Background: an optimization exercise with open tools, aiming at small area and a short achievable clock period. Do not read the settings as production practice. The RTL was checked by simulation tests, not by an equivalence proof against the original design.

==> flow/design.v, too long to show whole: its modules and the start of the top module <==
// module UC: 49 lines
// module MD: 3723 lines
// module j17_core: 132 lines
module j17_core (
  input         clk,
  input         rst,
  input  [31:0] instr,
  input  [17:0] sw,
  input         btn,
  output [31:0] pc,
  output [31:0] result,
  output [6:0]  display1,
  output [6:0]  display2,
  output [6:0]  display3
);
  // ...
==> flow/run.sh <==
#!/bin/bash
# synth_recipe.tcl (not shown) runs the flow's synth.tcl, then flattens the netlist and writes it again
# the make line also repeats each setting of config.mk as NAME=value (left out here)
make -C /OpenROAD-flow-scripts/flow DESIGN_CONFIG=/design/flow/config.mk WORK_HOME=/design/flow/orfs CLKGATE_MAP_FILE= SYNTH_SCRIPT=/design/flow/synth_recipe.tcl finish
==> flow/config.mk <==
export PLATFORM = sky130hd
export DESIGN_NAME = j17_core
export DESIGN_NICKNAME = j17_core
export VERILOG_FILES = /design/flow/design.v
export SDC_FILE = /design/flow/constraint.sdc
export NUM_CORES = 4
export LEC_CHECK = 0
export ABC_AREA = 1
export CAP_MARGIN = 20
export CORE_MARGIN = 2
export CORE_UTILIZATION = 60
export PLACE_DENSITY = 0.72
export SLEW_MARGIN = 20
==> flow/constraint.sdc <==
create_clock -name core_clock -period 120.0 [get_ports {clk}]
set_input_delay 24.0000 -clock core_clock [delete_from_list [all_inputs] [get_ports {clk}]]
set_output_delay 24.0000 -clock core_clock [all_outputs]
set_load 0.01 [all_outputs]
==> impl_metrics.json, run 1 <==
{
  "placementRows": 131,
  "seq_share_pct": 21.1,
  "route.detailed.drc": 0,
  "largest_reg_flops": 256,
  "grt_pass1_wl_um": 529000,
  "holdCritStartpoint": "SP[9]$_SDFFE_PP0P_",
  "syn_inst": 9330,
  "whs_ns": 0.546,
  "worst_slew_pin_slew_ns": 1.31,
  "final-clk-cell-share_pct": 2.74,
  "skew_ns": 0.0314,
  "path_max_fanout": 28,
  "htree_num_levels": 3,
  "overflow": 0,
  "met1_length_um": 117000,
  "synth_top_family_by_area": "adder cells",
  "synth_compound_area_share_pct": 20.9,
  "rsz0062_at_grt": "no",
  "r2r_start": "R[7][0]$_DFFE_PP_",
  "setup_tns_ns": 0,
  "fmaxAchievable_mhz": 10.0,
  "post-route-cell-area_mm2": 0.0845,
  "crit_path_end_kind": "flop",
  "syn_area_mm2": 0.0775,
  "status": "timing/DRC/antenna clean",
  "hold_viol_final": 0,
  "final_common_cell": "nand2_1",
  "nets": 10900,
  "r2r-end": "R[7][6]$_DFFE_PP_"
}
==> run 2, diff against run 1 <==
--- a/flow/design.v
+++ b/flow/design.v
@@ -120,50 +120,50 @@
   assign hz2[24] = hz2[23] & ~b[7];
   assign hz2[25] = hz2[24] & ~b[6];
   assign hz2[26] = hz2[25] & ~b[5];
   assign hz2[27] = hz2[26] & ~b[4];
   assign hz2[28] = hz2[27] & ~b[3];
   assign hz2[29] = hz2[28] & ~b[2];
   assign hz2[30] = hz2[29] & ~b[1];
   assign hz2[31] = hz2[30] & ~b[0];
-  wire [33:0] b3 = m3;   
-  assign hz3[0] = ~b3[33] & ~b3[32];
-  assign hz3[1] = hz3[0] & ~b3[31];
-  assign hz3[2] = hz3[1] & ~b3[30];
-  assign hz3[3] = hz3[2] & ~b3[29];
-  assign hz3[4] = hz3[3] & ~b3[28];
-  assign hz3[5] = hz3[4] & ~b3[27];
-  assign hz3[6] = hz3[5] & ~b3[26];
-  assign hz3[7] = hz3[6] & ~b3[25];
-  assign hz3[8] = hz3[7] & ~b3[24];
-  assign hz3[9] = hz3[8] & ~b3[23];
-  assign hz3[10] = hz3[9] & ~b3[22];
-  assign hz3[11] = hz3[10] & ~b3[21];
-  assign hz3[12] = hz3[11] & ~b3[20];
-  assign hz3[13] = hz3[12] & ~b3[19];
-  assign hz3[14] = hz3[13] & ~b3[18];
-  assign hz3[15] = hz3[14] & ~b3[17];
-  assign hz3[16] = hz3[15] & ~b3[16];
-  assign hz3[17] = hz3[16] & ~b3[15];
-  assign hz3[18] = hz3[17] & ~b3[14];
-  assign hz3[19] = hz3[18] & ~b3[13];
-  assign hz3[20] = hz3[19] & ~b3[12];
-  assign hz3[21] = hz3[20] & ~b3[11];
-  assign hz3[22] = hz3[21] & ~b3[10];
-  assign hz3[23] = hz3[22] & ~b3[9];
-  assign hz3[24] = hz3[23] & ~b3[8];
-  assign hz3[25] = hz3[24] & ~b3[7];
-  assign hz3[26] = hz3[25] & ~b3[6];
-  assign hz3[27] = hz3[26] & ~b3[5];
-  assign hz3[28] = hz3[27] & ~b3[4];
-  assign hz3[29] = hz3[28] & ~b3[3];
-  assign hz3[30] = hz3[29] & ~b3[2];
-  assign hz3[31] = hz3[30] & ~b3[1];
-  assign hz3[32] = hz3[31] & ~b3[0];
+  wire [32:0] t3;
+  assign t3[0] = 1'b1;
+  assign t3[2] = ~b[1] & (~b[0] | t3[0]);
+  assign t3[4] = ~b[3] & (~b[2] | t3[2]);
+  assign t3[6] = ~b[5] & (~b[4] | t3[4]);
+  assign t3[8] = ~b[7] & (~b[6] | t3[6]);
+  assign t3[10] = ~b[9] & (~b[8] | t3[8]);
+  assign t3[12] = ~b[11] & (~b[10] | t3[10]);
+  assign t3[14] = ~b[13] & (~b[12] | t3[12]);
+  assign t3[16] = ~b[15] & (~b[14] | t3[14]);
+  assign t3[18] = ~b[17] & (~b[16] | t3[16]);
+  assign t3[20] = ~b[19] & (~b[18] | t3[18]);
+  assign t3[22] = ~b[21] & (~b[20] | t3[20]);
+  assign t3[24] = ~b[23] & (~b[22] | t3[22]);
+  assign t3[26] = ~b[25] & (~b[24] | t3[24]);
+  assign t3[28] = ~b[27] & (~b[26] | t3[26]);
+  assign t3[30] = ~b[29] & (~b[28] | t3[28]);
+  assign t3[32] = ~b[31] & (~b[30] | t3[30]);
+  assign hz3[0] = hz1[0] & t3[32];
+  assign hz3[2] = hz1[2] & t3[30];
+  assign hz3[4] = hz1[4] & t3[28];
+  assign hz3[6] = hz1[6] & t3[26];
+  assign hz3[8] = hz1[8] & t3[24];
+  assign hz3[10] = hz1[10] & t3[22];
+  assign hz3[12] = hz1[12] & t3[20];
+  assign hz3[14] = hz1[14] & t3[18];
+  assign hz3[16] = hz1[16] & t3[16];
+  assign hz3[18] = hz1[18] & t3[14];
+  assign hz3[20] = hz1[20] & t3[12];
+  assign hz3[22] = hz1[22] & t3[10];
+  assign hz3[24] = hz1[24] & t3[8];
+  assign hz3[26] = hz1[26] & t3[6];
+  assign hz3[28] = hz1[28] & t3[4];
+  assign hz3[30] = hz1[30] & t3[2];
   wire [31:0] r32 = div ? a : 32'd0;
   wire [2:0] g30_1_0, p30_1_0;
   assign g30_1_0[0] = div; assign p30_1_0[0] = 1'b0;
   assign g30_1_0[2:1] = r32[31:30] & x1[1:0];
   assign p30_1_0[2:1] = r32[31:30] ^ x1[1:0];
   wire gg30_1_0 = g30_1_0[1] | (p30_1_0[1] & g30_1_0[0]);
   wire pp30_1_0 = p30_1_0[1] & p30_1_0[0];
   wire gg30_1_1 = g30_1_0[2] | (p30_1_0[2] & gg30_1_0);
==> flow/flow/run.sh (new file) <==
#!/bin/bash
set -uo pipefail
bash standard.sh SETUP_SLACK_MARGIN=40 finish > flow_make.log 2>&1
status=$?
tail -n 40 flow_make.log
exit $status
==> flow/standard.sh (new file) <==
#!/bin/bash
# synth_recipe.tcl (not shown) runs the flow's synth.tcl, then flattens the netlist and writes it again
# the make line also repeats each setting of config.mk as NAME=value (left out here)
make -C /OpenROAD-flow-scripts/flow DESIGN_CONFIG=/design/flow/config.mk WORK_HOME=/design/flow/orfs CLKGATE_MAP_FILE= SYNTH_SCRIPT=/design/flow/synth_recipe.tcl "${@:-finish}"
==> flow/config.mk (replaced) <==
export PLATFORM = sky130hd
export DESIGN_NAME = j17_core
export DESIGN_NICKNAME = j17_core
export VERILOG_FILES = /design/flow/design.v
export SDC_FILE = /design/flow/constraint.sdc
export NUM_CORES = 4
export LEC_CHECK = 0
export ABC_AREA = 1
export CAP_MARGIN = 20
export CORE_MARGIN = 2
export CORE_UTILIZATION = 40
export PLACE_DENSITY = 0.6
export SLEW_MARGIN = 20
removed: flow/run.sh
==> impl_metrics.json, run 2 <==
{
  "fillCellCount": 18700,
  "whs_ns": 0.568,
  "crit_arrival_ns": 78.08,
  "synth.net_count": 10700,
  "synth_edf_count": 544,
  "cp_common_cell": "nand2_1",
  "clkTransAtPathRegs_ns": 0.07,
  "synth-seq-area-share_pct": 23.1,
  "ys_ff_latch": 619,
  "yosys-top-cells-count": "1224 x nand2_1, 1195 x inv_1, 864 x ha_1",
  "fmaxAchievable_mhz": 12.9,
  "finalNonFillerCells": 12300,
  "cts_hold_buffers": 0,
  "final_common_cell": "nand2_1",
  "status": "timing/DRC/antenna clean",
  "final_cell_mix": "1177 x nand2_1, 1147 x inv_1, 863 x ha_1",
  "crit_required_ns": 120.48,
  "wirelength_um": 402000,
  "clk_latency_ns": 0.72,
  "htree_num_levels": 3,
  "slew_headroom_pct": 10.5,
  "largest_reg_flops": 256,
  "cts_buffer_depth": 3,
  "route.detailed.drc": 0,
  "die_h_um": 443,
  "antenna_found_initial": 23,
  "rsz0062_at_grt": "no",
  "grt_pass1_vias": 77000,
  "yosysTopAreaCell": "edfxtp_1",
  "fin_crit_ns": 77.61,
  "finalSetupViolations": 0,
  "clock-sinks": 619,
  "die_area_mm2": 0.196,
  "top_register": "R",
  "io_pins": 138,
  "initial_utilization_pct": 40.2,
  "numCtsBuffers": 71,
  "skew_ns": 0.0706,
  "vias": 79800,
  "synth_area_per_cell_um2": 8.32,
  "netlist.area_leader.share_pct": 21.2,
  "nets": 11100,
  "yosys.cell_types.count": 88,
  "ant_nets": 0,
  "grt_pass1_wl_um": 560000,
  "firstDrtPassIters": 9,
  "placed_cells": 11900,
  "path_max_fanout": 25,
  "drive_gt1_share_pct": 13.9,
  "hpwlAfterDp_um": 285000,
  "coreArea_mm2": 0.192,
  "fin_crit_sh_pct": 64.7,
  "overflow": 0,
  "hold_viol_final": 0,
  "cts_tree": "built",
  "wl_per_cell_um": 32.8,
  "syn_area_mm2": 0.0771,
  "drt_first_iter_violations": 10400,
  "rr_worst_depth": 293,
  "worst_slew_pin_slew_ns": 1.33,
  "crit_path_end_kind": "flop",
  "drt-vias-per-instance": 6.52,
  "drv_slew": 0,
  "crit_type": "input port to flop",
  "cp_slowest_cell": "ha_1",
  "yosys-top-cells-area": "edfxtp_1 21%, fa_1 14%, ha_1 14%, nand2_1 6.0%, inv_1 5.8%",
  "placementRows": 161,
  "fin_util_pct": 46.6,
  "cp-start-kind": "input port",
  "synth_async_sr_flop_share_pct": 0,
  "setup_tns_ns": 0,
  "port-buffer-count": 137,
  "area_growth_syn_to_layout_pct": 16.0,
  "grt_max_degree": 109,
  "ys.flop_type": "edfxtp_1",
  "hold_depth": 1,
  "cpPeakStageDelay_ns": 0.49,
  "drv_cap": 0,
  "worstHoldPathType": "flop to flop",
  "die_x_um": 443,
  "ys_warn_count": 2,
  "grt_usage_pct": 39.5,
  "syn_inst": 9269,
  "gp_congestion": 1.06,
  "root_buffer": "clkbuf_16",
  "synth_most_common_cell": "nand2_1"
}
run 2: changes by cell type after synthesis, moves of 20 or more:
cell and delta:
o211ai_1 +53, a221oi_1 -59, nand2_1 -53, or2_2 -24, o21ai_2 +20, nand4_1 -24, o21ai_1 +52
run 2: cell type report:
type / instances / area, um2 / share of cell area [%]
diodes: 13 / 32.5 / 0.0364
clock buffers: 82 / 1840 / 2.06
clock inverters: 50 / 669 / 0.748
inverters: 1270 / 5000 / 5.59
multi-input cells: 7040 / 55300 / 61.8
flip-flops and latches: 619 / 17800 / 19.9
well taps: 2526 / 3160 / 3.53
repair buffers: 643 / 5560 / 6.22
repair inverters: 8 / 45.0 / 0.0503
run 2: final timing paths:
check | start | slack, ns | endpoint
min | SP[0]$_SDFFE_PP0P_ | 0.57 | SP[0]$_SDFFE_PP0P_
max reg2reg | SP[0]$_SDFFE_PP0P_ | 65.79 | D7[27]$_DFFE_PP_
min reg2reg | SP[0]$_SDFFE_PP0P_ | 0.57 | SP[0]$_SDFFE_PP0P_
max | instr[19] | 42.39 | D7[27]$_DFFE_PP_
run 2: through the flow:
stage	worst slack [ns]	cell area (um2)
after floorplan	45.69	77100
after global placement	26.59	82900
after detailed placement	25.96	82900
after CTS	40.02	86800
after global routing	39.45	89400
final	42.39	89500
run 2: timing repair:
action / in CTS / in global routing
endpoints found under the hold margin: 0 / 0
setup endpoints to repair: 576 / 576
pin swaps: 16 / 94
resized for setup: 266 / 305
setup buffers: 44 / 167
cloned: 7 / 8
run 2: cells by family (layout without fill, tap and decap cells):
family / count (synthesis) / after routing / synth area share, %
flip-flops: 619 / 619 / 23.1
XOR/XNOR: 336 / 336 / 3.82
other: 0 / 13 / 0
buffers and inverters: 1612 / 2053 / 8.22
AND/OR/NAND/NOR: 2607 / 2609 / 15.1
multiplexers: 3 / 3 / 0.0389
AO/OA/AOI/OAI: 2682 / 2682 / 21.5
adder cells (fa/ha/maj): 1410 / 1410 / 28.2
run 2: worst max-delay path: cells and delay by family:
kind / cells / cell delay (ns)
compound gates: 118 / 23.27
simple gates: 107 / 15.44
fa+ha+maj: 19 / 6.96
buf+inv: 48 / 7.84
xor+xnor: 1 / 0.16
run 2: routing by layer:
layer | vias up | track usage, % | routed length [um]
met1 | 38600 | 46.4 | 142000
met2 | 5726 | 59.6 | 172000
met3 | 1694 | 10.6 | 45500
met4 | 16 | 34.1 | 41800
li1 | 33800 | - | -
met5 | - | 0.342 | 341
==> run 3, diff against run 2 <==
==> flow/flow/run.sh (replaced) <==
#!/bin/bash
set -uo pipefail
bash standard.sh SETUP_SLACK_MARGIN=40 SETUP_MOVE_SEQUENCE=sizeup SKIP_PIN_SWAP=1 \
  SKIP_GATE_CLONING=1 finish > flow_make.log 2>&1
status=$?
tail -n 40 flow_make.log
exit $status
==> impl_metrics.json, run 3 <==
{
  "r2r_slack_ns": 65.89,
  "cp_slowest_cell": "a21oi_4",
  "drt_first_iter_violations": 10300,
  "synth_async_sr_flop_share_pct": 0,
  "overflow": 0,
  "nets": 10900,
  "drv_cap": 0,
  "worstHoldPathType": "flop to flop",
  "wl_per_cell_um": 33.2,
  "io_pins": 138,
  "die_area_mm2": 0.196,
  "synth_edf_count": 544,
  "gp_congestion": 1.06,
  "setup_tns_ns": 0,
  "synth-seq-area-share_pct": 23.1,
  "path_max_fanout": 36,
  "synth_most_common_cell": "nand2_1",
  "ant_nets": 0,
  "cpPeakStageDelay_ns": 0.60,
  "crit_path_end_kind": "flop",
  "clk_latency_ns": 0.71,
  "initial_utilization_pct": 40.2,
  "root_buffer": "clkbuf_16",
  "netlist.area_leader.share_pct": 21.2,
  "final_common_cell": "inv_1",
  "htree_num_levels": 3,
  "cp_common_cell": "nand2_1",
  "die_x_um": 443,
  "whs_ns": 0.563,
  "yosys-top-cells-count": "1224 x nand2_1, 1195 x inv_1, 864 x ha_1",
  "crit_arrival_ns": 77.88,
  "top_register": "R",
  "wirelength_um": 399000,
  "status": "timing/DRC/antenna clean",
  "cts_tree": "built",
  "cp_top_family": "compound AO/OA/AOI/OAI gates",
  "drive_gt1_share_pct": 14.6,
  "grt_max_degree": 109,
  "numCtsBuffers": 71,
  "vias": 78700,
  "skew_ns": 0.0629,
  "grt_pass1_wl_um": 559000,
  "largest_reg_flops": 256,
  "route.detailed.drc": 0,
  "yosys-top-cells-area": "edfxtp_1 21%, fa_1 14%, ha_1 14%, nand2_1 6.0%, inv_1 5.8%",
  "fin_crit_sh_pct": 64.6,
  "synth.net_count": 10700,
  "grt_pass1_vias": 76600,
  "antenna_found_initial": 19,
  "yosys.cell_types.count": 88,
  "port-buffer-count": 137,
  "clkTransAtPathRegs_ns": 0.07,
  "crit_type": "input port to flop",
  "hold_viol_final": 0,
  "dp_slack_ns": 25.96,
  "drv_slew": 0,
  "ys_warn_count": 2,
  "syn_area_mm2": 0.0771,
  "cts_buffer_depth": 3,
  "fmaxAchievable_mhz": 12.9,
  "ys.flop_type": "edfxtp_1",
  "die_h_um": 443,
  "grt_usage_pct": 39.4,
  "fillCellCount": 18600,
  "slew_headroom_pct": 12.0,
  "syn_inst": 9269,
  "cp-start-kind": "input port",
  "firstDrtPassIters": 9,
  "finalSetupViolations": 0,
  "setup_ws_ns": 42.49,
  "fin_crit_ns": 77.51,
  "area_growth_syn_to_layout_pct": 16.2,
  "clock-sinks": 619,
  "synth_area_per_cell_um2": 8.32,
  "rsz0062_at_grt": "no",
  "worst-path-buf-inv": 48,
  "coreArea_mm2": 0.192,
  "yosysTopAreaCell": "edfxtp_1",
  "hpwlAfterDp_um": 285000,
  "worst_slew_pin_slew_ns": 1.32,
  "ys_ff_latch": 619,
  "final_cell_mix": "1129 x inv_1, 1120 x nand2_1, 832 x ha_1",
  "drt-vias-per-instance": 6.55,
  "crit_required_ns": 120.38,
  "placementRows": 161
}
==> run 3: cell counts after synthesis <==
Identical to the previous run, type by type.
==> run 3: cells by family after synthesis <==
group	after synthesis	share of synthesized area [%]
flops	619	23.1
fa+ha+maj	1410	28.2
buf+inv	1612	8.22
mux	3	0.0389
compound gates	2682	21.5
xor+xnor	336	3.82
simple gates	2607	15.1
==> run 3: timing repair <==
item                       CTS  global route
gates resized for setup    365           694
hold buffers                 0             0
setup endpoints to repair  576           576
buffers inserted             0             0
==> run 3: cell type report <==
class / instances / area, um2 / area share (%)
multi-input combinational: 7038 / 57200 / 63.8
sequential: 619 / 17800 / 19.9
inverter: 1270 / 5080 / 5.67
timing repair buffer: 428 / 3810 / 4.26
tap: 2526 / 3160 / 3.53
clock buffer: 82 / 1840 / 2.05
clock inverter: 50 / 669 / 0.747
antenna: 11 / 27.5 / 0.0307
==> run 3: worst paths after layout <==
check | start | end | depth (start not counted)
worst max register to register | SP[0]$_SDFFE_PP0P_ | D2[23]$_DFFE_PP_ | 303
worst min-delay path | SP[4]$_SDFFE_PP0P_ | SP[4]$_SDFFE_PP0P_ | 2
worst min register to register | SP[4]$_SDFFE_PP0P_ | SP[4]$_SDFFE_PP0P_ | 2
worst max-delay path | instr[19] | D2[23]$_DFFE_PP_ | 307
==> run 3: through the flow <==
step | area, um2 | instances | util (%)
2_1_floorplan | 77100 | 9269 | -
3_3_place_gp | 82900 | 11900 | 43.2
3_5_place_dp | 82900 | 11900 | 43.2
4_1_cts | 86800 | 12000 | 45.2
5_1_grt | 89600 | 12000 | 46.7
6_report | 89600 | 12000 | 46.7
==> run 3: worst reg2reg max path: cells and delay by family, from the launching register on <==
| family | cells | cell delay (ns) |
|---|---|---|
| compound gates | 119 | 23.26 |
| fa+ha+maj | 17 | 5.18 |
| flops | 1 | 0.46 |
| xor+xnor | 1 | 0.25 |
| buf+inv | 46 | 7.81 |
| simple gates | 120 | 16.85 |
==> run 3: metal layers <==
layer / vias up / GRT usage, % / share of wire (%)
met2: 5507 / 59.5 / 43
met1: 38100 / 46.7 / 36
met5: - / 0.342 / 0.075
met4: 10 / 33.8 / 11
met3: 1741 / 10.2 / 11
li1: 33300 / - / -
==> run 4, diff against run 3 <==
==> flow/flow/run.sh (replaced) <==
#!/bin/bash
set -uo pipefail
bash standard.sh SETUP_SLACK_MARGIN=40 SETUP_MOVE_SEQUENCE=sizeup SKIP_PIN_SWAP=1 \
  SKIP_GATE_CLONING=1 BUFFER_PORTS_ARGS="-buffer_cell sky130_fd_sc_hd__buf_2" finish > flow_make.log 2>&1
status=$?
tail -n 40 flow_make.log
exit $status
--- a/flow/config.mk
+++ b/flow/config.mk
@@ -9,5 +9,6 @@
 export CAP_MARGIN = 20
 export CORE_MARGIN = 2
 export CORE_UTILIZATION = 40
+export CTS_BUF_LIST = sky130_fd_sc_hd__clkbuf_8
 export PLACE_DENSITY = 0.6
 export SLEW_MARGIN = 20
==> impl_metrics.json, run 4 <==
{
  "status": "timing/DRC/antenna clean",
  "clock-sinks": 619,
  "synth_edf_count": 544,
  "ys_ff_latch": 619,
  "gp_congestion": 1.07,
  "cpPeakStageDelay_ns": 0.54,
  "firstDrtPassIters": 7,
  "setup_tns_ns": 0,
  "drt_first_iter_violations": 10400,
  "coreArea_mm2": 0.192,
  "overflow": 0,
  "route.detailed.drc": 0,
  "clkTransAtPathRegs_ns": 0.06,
  "clk_latency_ns": 0.85,
  "wl_per_cell_um": 32.7,
  "synth-seq-area-share_pct": 23.1,
  "ant_nets": 0,
  "area_growth_syn_to_layout_pct": 13.8,
  "cts_tree": "built",
  "die_area_mm2": 0.196,
  "post-route-cell-area_mm2": 0.0878,
  "final_cell_mix": "1154 x inv_1, 1144 x nand2_1, 844 x ha_1",
  "synth.net_count": 10700,
  "grt_max_degree": 82,
  "finalSetupViolations": 0,
  "vias": 79100,
  "cp_slowest_cell": "clkinvlp_4",
  "drv_slew": 0,
  "cts_buffer_depth": 3,
  "placementRows": 161,
  "io_pins": 138,
  "yosys-top-cells-count": "1224 x nand2_1, 1195 x inv_1, 864 x ha_1",
  "final_common_cell": "inv_1",
  "antenna_found_initial": 18,
  "slew_headroom_pct": 15.4,
  "htree_num_levels": 3,
  "path_max_fanout": 27,
  "gr-usage-met1_pct": 46.0,
  "cp-start-kind": "input port",
  "top_register": "R",
  "use_met2_pct": 59.3,
  "cp_common_cell": "nand2_1",
  "netlist.area_leader.share_pct": 21.2,
  "synth_async_sr_flop_share_pct": 0,
  "gr-max-usage-layer": "met2",
  "worstHoldPathType": "flop to flop",
  "fmaxAchievable_mhz": 12.9,
  "wirelength_um": 396000,
  "synth_area_per_cell_um2": 8.32,
  "ys.flop_type": "edfxtp_1",
  "crit_arrival_ns": 78.15,
  "yosys-top-cells-area": "edfxtp_1 21%, fa_1 14%, ha_1 14%, nand2_1 6.0%, inv_1 5.8%",
  "rsz0062_at_grt": "no",
  "initial_utilization_pct": 40.2,
  "met3_usage_pct": 9.31,
  "largest_reg_flops": 256,
  "cts_hold_buffers": 0,
  "worst_slew_pin_slew_ns": 1.26,
  "skew_ns": 0.0893,
  "grt_pass1_wl_um": 558000,
  "drt-vias-per-instance": 6.54,
  "die_h_um": 443,
  "crit_path_end_kind": "flop",
  "syn_area_mm2": 0.0771,
  "numCtsBuffers": 105,
  "yosys.cell_types.count": 88,
  "worst-path-buf-inv": 47,
  "die_x_um": 443,
  "grt_usage_pct": 39.1,
  "cp_top_family": "compound AO/OA/AOI/OAI gates",
  "hpwlAfterDp_um": 285000,
  "port-buffer-count": 137,
  "post_cts_buffers": 0,
  "placed_area_mm2": 0.0823,
  "grt_pass1_vias": 77400,
  "hold_viol_final": 0,
  "syn_inst": 9269,
  "drive_gt1_share_pct": 15.0,
  "crit_type": "input port to flop",
  "synth_most_common_cell": "nand2_1",
  "nets": 10900,
  "crit_required_ns": 120.64,
  "fin_crit_ns": 77.51,
  "drv_cap": 0,
  "ys_warn_count": 2,
  "yosysTopAreaCell": "edfxtp_1",
  "fin_crit_sh_pct": 64.6,
  "root_buffer": "clkbuf_8"
}
==> run 4: cell counts after synthesis <==
No cell type changed its count.
==> run 4: worst paths after layout <==
| path | start | depth (start not counted) | end | slack [ns] |
|---|---|---|---|---|
| setup reg to reg | SP[0]$_SDFFE_PP0P_ | 289 | D1[21]$_DFFE_PP_ | 65.68 |
| hold reg to reg | SP[4]$_SDFFE_PP0P_ | 2 | SP[4]$_SDFFE_PP0P_ | 0.56 |
| hold / removal | SP[4]$_SDFFE_PP0P_ | 2 | SP[4]$_SDFFE_PP0P_ | 0.56 |
| setup / recovery | instr[28] | 292 | D1[21]$_DFFE_PP_ | 42.49 |
==> run 4: tightest hold or removal path, delay by kind of cell (launching register included) <==
family	cells	cell delay (ns)
and+or+nand+nor	1	0.09
AOI/OAI and AO/OA	1	0.06
DFF	1	0.36
==> run 4: logic make-up (layout without fill, tap and decap cells) <==
family,count (synthesis),after routing,share of synthesized area (%)
AO/OA/AOI/OAI,2682,2682,21.5
AND/OR/NAND/NOR,2607,2607,15.1
buffers and inverters,1612,1902,8.22
XOR/XNOR,336,336,3.82
flip-flops,619,619,23.1
multiplexers,3,3,0.0389
adder cells (fa/ha/maj),1410,1410,28.2
other,0,14,0
==> run 4: final cells by class <==
class	instances	area, um2
well taps	2526	3160
fillers	18800	104000
inverters	1270	4990
multi-input cells	7038	56300
flip-flops and latches	619	17800
clock inverters	90	751
repair buffers	434	3200
diodes	14	35.0
clock buffers	108	1490
==> run 4: per-stage QoR <==
step	utilization [%]	hold WS [ns]	setup slack (ns)	instances
2_1_floorplan	-	0.482	45.69	9269
3_3_place_gp	42.9	0.527	27.37	11900
3_5_place_dp	42.9	0.548	26.19	11900
4_1_cts	44.6	0.561	40.01	12100
5_1_grt	45.7	0.622	39.71	12100
6_report	45.7	0.563	42.49	12100
==> run 4: timing repair <==
item | in CTS | in global routing
setup endpoints to repair | 576 | 576
endpoints found under the hold margin | 0 | 0
resized for setup | 271 | 535
==> run 4: per-layer routing <==
metal,vias to the layer above,part of all wire (%)
met5,-,0.0068
met4,4,11
met3,1784,11
met2,5620,43
met1,38300,35
li1,33400,-

==> what the ideal ports hide <==
The results above use ideal ports. As a check the final layouts listed here were re-extracted and re-timed, cells and wires unchanged. Step 1: set_driving_cell puts a clkbuf_16 on clk and a buf_2 on each other input, an assumption about the parent block. Step 2 moves the port delays by t, midway between the first and last clock arrival at a register: inputs arrive t later, outputs are due t later. That takes back most of the time a late clock gives input paths. Slacks: ideal / step 1 / step 2; pairs: ideal / step 1.
run	shift t [ns]	slack for setup (ns)	worst setup path at the end	clock arrival spread, ns	cell pins on the clock port's net
run 1	0.778	20.495 / 20.549 / 19.772	input to register	0.032 / 0.031	1
run 2	0.761	42.392 / 42.409 / 41.648	input to register	0.071 / 0.070	1
run 3	0.756	42.492 / 42.490 / 41.734	input to register	0.063 / 0.063	1
run 4	0.887	42.489 / 42.416 / 41.529	input to register	0.089 / 0.089	1
After both steps every run listed still meets setup and hold. For run 4, which loses most, drivers alone change the setup slack by -0.073 ns; drivers and shift together by -0.960 ns.
